Context: an optimization exercise on an open-source flow, tuned for small area and a short achievable clock period. The choices shown serve that exercise and are no tape-out recipe.
No run shown here included a check of the RTL's function; only the layout flow was run.
Power figures rest on the tool's default switching activity, not on a simulated workload.

## flow/design.v (module list and top-level ports; edited modules follow where they fit)
// module mac_first: 34 lines
// module resolve_lo_n: 17 lines
// module mac_unit: 53 lines
// module resolve_lo: 18 lines
// module resolve_3_11: 23 lines
// module keep_mask: 3 lines
// module fa: 4 lines
// module ha: 4 lines
// module pe_array: 2053 lines
module pe_array (
  input wire [3:0] sw_output_1,
  input wire [3:0] sw_output_2,
  input wire [3:0] sw_output_3,
  input wire [3:0] sw_output_4,
  input wire [3:0] sw_output_5,
  input wire [3:0] sw_output_6,
  input wire [3:0] sw_output_7,
  input wire [3:0] sw_output_8,
  input wire [3:0] sw_output_9,
  input wire [3:0] sw_output_10,
  input wire [3:0] sw_output_11,
  input wire [3:0] sw_output_12,
  input wire [3:0] sw_output_13,
  input wire [3:0] sw_output_14,
  input wire [3:0] sw_output_15,
  input wire [3:0] sw_output_16,
  input wire [3:0] sw_output_17,
  input wire [3:0] sw_output_18,
  input wire [3:0] sw_output_19,
  input wire [3:0] sw_output_20,
  input wire [3:0] sw_output_21,
  input wire [3:0] sw_output_22,
  input wire [3:0] sw_output_23,
  input wire [3:0] sw_output_24,
  input wire [3:0] sw_output_25,
  input wire [3:0] sw_output_26,
  input wire [3:0] sw_output_27,
  input wire [3:0] sw_output_28,
  input wire [3:0] sw_output_29,
  input wire [3:0] sw_output_30,
  input wire [3:0] sw_output_31,
  input wire [3:0] sw_output_32,
  input wire [3:0] sw_output_33,
  input wire [3:0] sw_output_34,
  input wire [3:0] sw_output_35,
  input wire [3:0] sw_output_36,
  input wire [3:0] sw_output_37,
  input wire [3:0] sw_output_38,
  input wire [3:0] sw_output_39,
  input wire [3:0] sw_output_40,
  input wire [3:0] sw_output_41,
  input wire [3:0] sw_output_42,
  input wire [3:0] sw_output_43,
  input wire [3:0] sw_output_44,
  input wire [3:0] sw_output_45,
  // ...
==> flow/flow/run.sh <==
#!/bin/bash
# Standard layout, with plain buffers (instead of delay cells) on the ports.
set -euo pipefail
bash standard.sh "BUFFER_PORTS_ARGS=-buffer_cell sky130_fd_sc_hd__buf_2" finish > standard_flow.log 2>&1
==> flow/standard.sh <==
#!/bin/bash
# synth_recipe.tcl (not shown) runs the flow's synth.tcl, then flattens the netlist and writes it again
# the make line also repeats each setting of config.mk as NAME=value (left out here)
make -C /OpenROAD-flow-scripts/flow DESIGN_CONFIG=/design/flow/config.mk WORK_HOME=/design/flow/orfs CLKGATE_MAP_FILE= SYNTH_SCRIPT=/design/flow/synth_recipe.tcl "${@:-finish}"
==> flow/config.mk <==
export PLATFORM = sky130hd
export DESIGN_NAME = pe_array
export DESIGN_NICKNAME = pe_array
export VERILOG_FILES = /design/flow/design.v
export SDC_FILE = /design/flow/constraint.sdc
export NUM_CORES = 4
export LEC_CHECK = 0
export CAP_MARGIN = 20
export CORE_MARGIN = 2
export CORE_UTILIZATION = 60
export CTS_CLUSTER_DIAMETER = 80
export CTS_CLUSTER_SIZE = 24
export SETUP_SLACK_MARGIN = 2.0
export SLEW_MARGIN = 20
export SYNTH_HIERARCHICAL = 1
==> flow/constraint.sdc <==
create_clock -name core_clock -period 4.5 [get_ports {clk}]
set_input_delay 0.9000 -clock core_clock [delete_from_list [all_inputs] [get_ports {clk}]]
set_output_delay 0.9000 -clock core_clock [all_outputs]
set_load 0.01 [all_outputs]
==> impl_table.tex, run 1 <==
\begin{tabular}{lr}
\hline
Metric & Value \\
\hline
\multicolumn{2}{l}{\textbf{Critical path}} \\
\quad Capture instance of the worst register-to-register path & o\_8[10]\$\_DFF\_P\_ \\
\quad Cell with the largest stage delay on the worst path & bufbuf\_16 \\
\quad Endpoint required time on the critical path & 3.60 ns \\
\multicolumn{2}{l}{\textbf{Power and ir drop}} \\
\quad Int Pwr & 29.7 mW \\
\quad Share of total power in sequential cells & 53.4\% \\
\quad Reported combinational group power & 7.14 mW \\
\quad Seq group & 21.7 mW \\
\quad Switching share of total power & 26.9\% \\
\multicolumn{2}{l}{\textbf{Routing}} \\
\quad Via density per instance & 4.72 \\
\quad Number of iterations in the first detailed-routing pass & 5 \\
\quad Met3 Wirelength & 11,100 µm \\
\quad Via count & 43,800 \\
\quad DR WL met2 & 77,800 µm \\
\multicolumn{2}{l}{\textbf{Floorplan}} \\
\quad X dimension of the die & 407 µm \\
\quad Effective utilization at floorplan & 60.5\% \\
\multicolumn{2}{l}{\textbf{Min path}} \\
\quad Hold Crit Start & reset \\
\quad Hold Crit Depth & 1 \\
\multicolumn{2}{l}{\textbf{Finish}} \\
\quad Clock-cell share & 4.02\% \\
\quad Non-clock buffer contribution to total cell area & 4.12\% \\
\quad Sequential cell count of the final layout & 1,981 \\
\quad Utilization after layout & 61.1\% \\
\multicolumn{2}{l}{\textbf{Global route}} \\
\quad Wire length of the first global-routing pass & 257,000 µm \\
\quad Pin count of the biggest net entering global routing & 187 \\
\quad Overflow left after global routing & 0 \\
\multicolumn{2}{l}{\textbf{Status}} \\
\quad Outcome & timing/DRC/antenna clean \\
\multicolumn{2}{l}{\textbf{CTS}} \\
\quad Resized cells post-CTS & 42 \\
\multicolumn{2}{l}{\textbf{Timing}} \\
\quad Unrepaired setup endpoints after global routing & true \\
\quad Setup total negative slack & 0 ns \\
\multicolumn{2}{l}{\textbf{Synth}} \\
\quad Fraction of post-synthesis cell area in the top cell type by area & 40.7\% \\
\quad Fraction of registers with async set/reset & 0\% \\
\hline
\end{tabular}
==> run 2, diff against run 1 <==
--- a/flow/config.mk
+++ b/flow/config.mk
@@ -9,6 +9,6 @@
 export CORE_MARGIN = 2
 export CORE_UTILIZATION = 60
-export CTS_CLUSTER_DIAMETER = 80
-export CTS_CLUSTER_SIZE = 24
+export CTS_CLUSTER_DIAMETER = 100
+export CTS_CLUSTER_SIZE = 30
 export SETUP_SLACK_MARGIN = 2.0
 export SLEW_MARGIN = 20
==> run 2 against run 1 <==
Total power decreased by 7.9%. Area after synthesis unchanged. Critical path type unchanged. Core utilization decreased by 1.1 points. Count of clock-buffer cells in the layout decreased by 45. Via count decreased by 1.0%. Still clean on timing, DRC and antenna. Cell area decreased by 1.8%. Critical endpoint is now final_output_5[2]. Highest routed layer unchanged. Die area unchanged. Largest power group unchanged. Sequential share of layout area increased by 0.75 points. Clock skew increased by 0.012 ns. Critical path depth unchanged.
==> impl_table.tex, run 2 <==
\begin{tabular}{lr}
\hline
Metric & Value \\
\hline
\multicolumn{2}{l}{\textbf{Floorplan}} \\
\quad X dimension of the die & 407 µm (unchanged) \\
\quad Effective utilization at floorplan & 60.5\% (unchanged) \\
\quad Total number of placement rows & 147 \\
\quad Die boundary height & 407 µm \\
\quad Die Outline Area & 166,000 µm² \\
\quad Top-level I/O count & 759 \\
\quad Core outline area & 161,000 µm² \\
\multicolumn{2}{l}{\textbf{Finish}} \\
\quad Share of final-layout standard cells stronger than drive strength 1 & 26.2\% \\
\quad Most frequent cells in the layout & 1,975 x dfxtp\_1, 1,791 x and2\_1, 744 x buf\_2, 697 x fa\_1, 553 x ha\_1 \\
\quad Number of nets in the final layout & 9,343 \\
\quad Area growth from synthesis to layout & -0.930\% \\
\quad Commonest non-fill, non-tap cell in the layout & dfxtp\_1 \\
\quad Finished layout cell area & 96,500 µm² \\
\multicolumn{2}{l}{\textbf{Synth}} \\
\quad Fraction of registers with async set/reset & 0\% (unchanged) \\
\quad Compound-Gate Fraction of Synth Area & 0\% \\
\quad Most used standard cell by instance count after synthesis & dfxtp\_1 \\
\quad Synth top cells by count & 1,981 x dfxtp\_1, 1,895 x and2\_1, 1,575 x buf\_4 \\
\quad Post-synth EDFFs & 0 \\
\quad Adder-Cell Fraction of Synth Area & 30.8\% \\
\quad Number of warning messages in the yosys log & 7 \\
\quad Sequential-to-total area share from yosys stat & 40.7\% \\
\quad Simple-gate area share of the yosys netlist & 15.4\% \\
\quad Syn Std Cell Area & 97,400 µm² \\
\quad Top flip-flop cell by instance count after synthesis & dfxtp\_1 \\
\quad Unique masters post-synth & 15 \\
\quad Mux cell area share after synthesis & 0\% \\
\quad Top post-synthesis cells by area & dfxtp\_1 41\%, fa\_1 22\%, and2\_1 12\% \\
\quad Largest family of logic cells by synthesized area & adder cells \\
\quad Post-Synthesis Cells & 7,777 \\
\quad Xor-xnor portion of the synthesized cell area & 0.324\% \\
\quad Fraction of post-synthesis cell area in the top cell type by area & 40.7\% (unchanged) \\
\quad Post-synthesis sequential element count & 1,981 \\
\quad Avg Synthesized Cell Area & 12.5 µm² \\
\quad Dominant cell type by area after synthesis & dfxtp\_1 \\
\multicolumn{2}{l}{\textbf{Global route}} \\
\quad Wire length of the first global-routing pass & 254,000 µm (-1.1\%) \\
\quad Pin count of the biggest net entering global routing & 187 (unchanged) \\
\quad Number of antenna violations at the first check in global routing & 129 \\
\quad Via count of the first global-routing pass & 47,700 \\
\quad Overall Global Routing Usage & 19.8\% \\
\quad Overflow left after global routing & 0 (unchanged) \\
\multicolumn{2}{l}{\textbf{Critical path}} \\
\quad Capture instance of the worst register-to-register path & o\_8[10]\$\_DFF\_P\_ \\
\quad Critical register-to-register path startpoint & s\_8\_8[4]\$\_DFF\_P\_ \\
\quad CP startpoint kind & primary input \\
\quad Worst stage delay on the critical path & 0.31 ns \\
\quad Critical Path, Cell by Cell & bufbuf\_16 > and2\_4 > buf\_2 \\
\quad Reg-to-reg slack, setup & 2.03 ns \\
\quad Critical path class & in -> out \\
\quad Worst path bufs/invs & 2 \\
\quad Largest fanout on the critical path & 21 \\
\quad Largest delay contributor family on the critical path & buffers and inverters \\
\quad Cell with the largest stage delay on the worst path & bufbuf\_16 \\
\quad Depth of the most critical reg-to-reg path & 8 \\
\quad Endpoint required time on the critical path & 3.60 ns (about the same) \\
\quad Capturing element type of the critical path & output pin \\
\quad Endpoint arrival time on the critical path & 1.58 ns \\
\multicolumn{2}{l}{\textbf{CTS}} \\
\quad Longest Clk Path Bufs & 3 \\
\quad Total number of clock tree sinks & 1,981 \\
\quad Number of setup buffers added after CTS & 0 \\
\quad CTS tree & built \\
\quad CTS Buf Count & 77 \\
\quad Count of hold-fix buffers inserted at cts & 0 \\
\quad Root buffer cell & clkbuf\_16 \\
\quad Clock insertion delay at the later pin of the skew report & 0.71 ns \\
\quad Clock transition at the registers of the reported paths & 0.10 ns \\
\quad H-Tree Depth & 3 \\
\multicolumn{2}{l}{\textbf{Routing}} \\
\quad Via density per instance & 4.73 (+0.17\%) \\
\quad DRT antenna net count & 0 \\
\quad Number of iterations in the first detailed-routing pass & 4 (-1) \\
\quad Total wirelength of the detailed-routed design & 160,000 µm \\
\quad Wire length per cell & 17.4 µm \\
\quad Via count & 43,400 (-1.0\%) \\
\quad Remaining DRCs & 0 \\
\quad Iter 0 DRT Violations & 1,579 \\
\multicolumn{2}{l}{\textbf{Timing}} \\
\quad Transition time at the pin with the least slew margin & 0.744 ns \\
\quad Final number of max-transition violations & 0 \\
\quad Final count of hold timing violations & 0 \\
\quad Worst clock skew & 0.0297 ns \\
\quad Max Clk Rate & 403 MHz \\
\quad Slew HR & 50.4\% \\
\quad Setup total negative slack & 0 ns (unchanged) \\
\quad Period minus WS final & 2.48 ns \\
\quad Final worst-path cycle share & 55.1\% \\
\quad Final setup violation count & 0 \\
\quad Unrepaired setup endpoints after global routing & true \\
\multicolumn{2}{l}{\textbf{Min path}} \\
\quad Hold Crit Depth & 0 (-1) \\
\quad Min-delay worst type & reg -> reg \\
\quad Hold Crit Start & dc8\_0\_1\$\_DFF\_P\_ \\
\quad Worst-case hold path end point & sh\_0\_2\$\_DFF\_P\_ \\
\multicolumn{2}{l}{\textbf{Power and ir drop}} \\
\quad Worst voltage drop across the vdd grid & 0.416 mV \\
\quad Switching share of total power & 26.4\% (-0.45 points) \\
\quad Clock Power Share & 23.0\% \\
\quad Portion of total power attributed to combinational logic & 19.1\% \\
\quad Pwr Density & 388 nW/µm² \\
\quad Sw Pwr & 9.89 mW \\
\quad Static leakage power & 44.4 nW \\
\quad Int Pwr & 27.5 mW (-7.3\%) \\
\quad Share of total power in sequential cells & 58.0\% (+4.6 points) \\
\quad Total power & 37.4 mW \\
\multicolumn{2}{l}{\textbf{Flow run}} \\
\quad Max\_cap viols & 0 \\
\multicolumn{2}{l}{\textbf{Placed design}} \\
\quad Placed Area & 93,900 µm² \\
\quad I/O Buffers & 749 \\
\quad Last weighted congestion value of the routability-driven placer & 0.880 \\
\quad Post-DP HPWL & 129,000 µm \\
\multicolumn{2}{l}{\textbf{Status}} \\
\quad Outcome & timing/DRC/antenna clean \\
\hline
\end{tabular}
-- run 2: power by group through the flow --
stage                     logic [mW]  clock network [mW]  registers [mW]
after global placement          7.10                   0            22.1
after CTS                       7.38                9.03            21.8
after floorplan                 11.3                   0            21.9
final                           7.13                8.60            21.7
after detailed placement        7.28                   0            22.2
after global routing            8.57                9.61            22.0
-- run 2: modules after synthesis (local to each module, per instance), excerpt --
module	cells inside	cell area, µm²	times used
fa	1	20.0	1089
ha	1	12.5	567
keep_mask	1	3.75	1
mac_first	28	186	9
mac_unit	27	183	72
pe_array	3186	48200	1
resolve_3_11	11	82.6	9
resolve_lo_n	8	60.1	9
-- run 2: logic make-up after synthesis --
family	Yosys count
flops	1981
xor+xnor	36
simple gates	2323
buf+inv	1681
other cells	10
fa+ha+maj	1746
-- run 2: final cells by class --
class                      instances  area (µm²)
fill                           12900       64400
clock buffer                      86        2060
timing repair buffer             763        4050
sequential                      1981       39700
clock inverter                     7        97.6
tap                             2160        2700
multi-input combinational       4123       47800
antenna                           56         140
-- run 2: what timing repair did --
| action | 4_1_cts | 5_1_grt |
|---|---|---|
| endpoints found under the setup margin | 105 | 50 |
| cloned | 1 | 2 |
| gates resized for setup | 46 | 27 |
| pin swaps | 11 | 7 |
-- run 2: metal layers --
layer	vias to the layer above	GRT usage (%)	routed length [µm]
li1	20800	-	-
met1	21500	24.7	66500
met2	674	33.2	76800
met3	314	5.63	10500
met4	106	6.37	5260
met5	-	0	691
-- run 2: how the worst max path moves through the flow --
stage,end,slack [ns],depth (start not counted),from
after floorplan,scd_0_1[0]$_DFF_P_,1.63,6,sw_output_83[2]
after global routing,o_8[10]$_DFF_P_,1.95,8,s_8_8[4]$_DFF_P_
final,final_output_5[2],2.02,3,pe_array_enable
after detailed placement,final_output_4[1],1.44,4,pe_array_enable
after CTS,final_output_5[1],1.97,3,pe_array_enable
after global placement,final_output_6[6],1.48,4,pe_array_enable
-- run 2: metrics by stage --
stage	hold slack (ns)	util [%]	setup slack (ns)	instances
5_1_grt	0.292	59.9	1.95	9158
2_1_floorplan	0.310	-	1.63	7785
4_1_cts	0.289	59.8	1.97	9118
6_report	0.338	60.0	2.02	9176
3_5_place_dp	0.314	58.3	1.44	9024
3_3_place_gp	0.312	58.3	1.48	9024

-- re-timing with driven ports --
How much do the figures lean on ideal ports? The routed layouts below were timed once more, with nothing changed but the port constraints. Step 1 (the two cells are an assumption about what drives the block):
set clk [get_ports {clk}]
set_driving_cell -lib_cell sky130_fd_sc_hd__clkbuf_16 $clk
set_driving_cell -lib_cell sky130_fd_sc_hd__buf_2 [delete_from_list [all_inputs] $clk]
Step 2 times the ports against the registers' clock, not the clock port: input delays grow and output delays shrink by t, the midpoint of the rising clock arrivals with the driver on. Slacks: ideal / step 1 / step 2; pairs: ideal / step 1.
run	shift t [ns]	setup slack, ns	worst data-port slew with drivers (ns)	pins driven straight from the clock port
run 1	0.822	2.022 / 1.671 / 1.421	0.36	1
run 2	0.770	2.019 / 1.669 / 1.398	0.36	1
After both steps setup and hold are still met in every run listed. For run 2, which loses most, drivers alone change the setup slack by -0.350 ns; drivers and shift together by -0.621 ns.
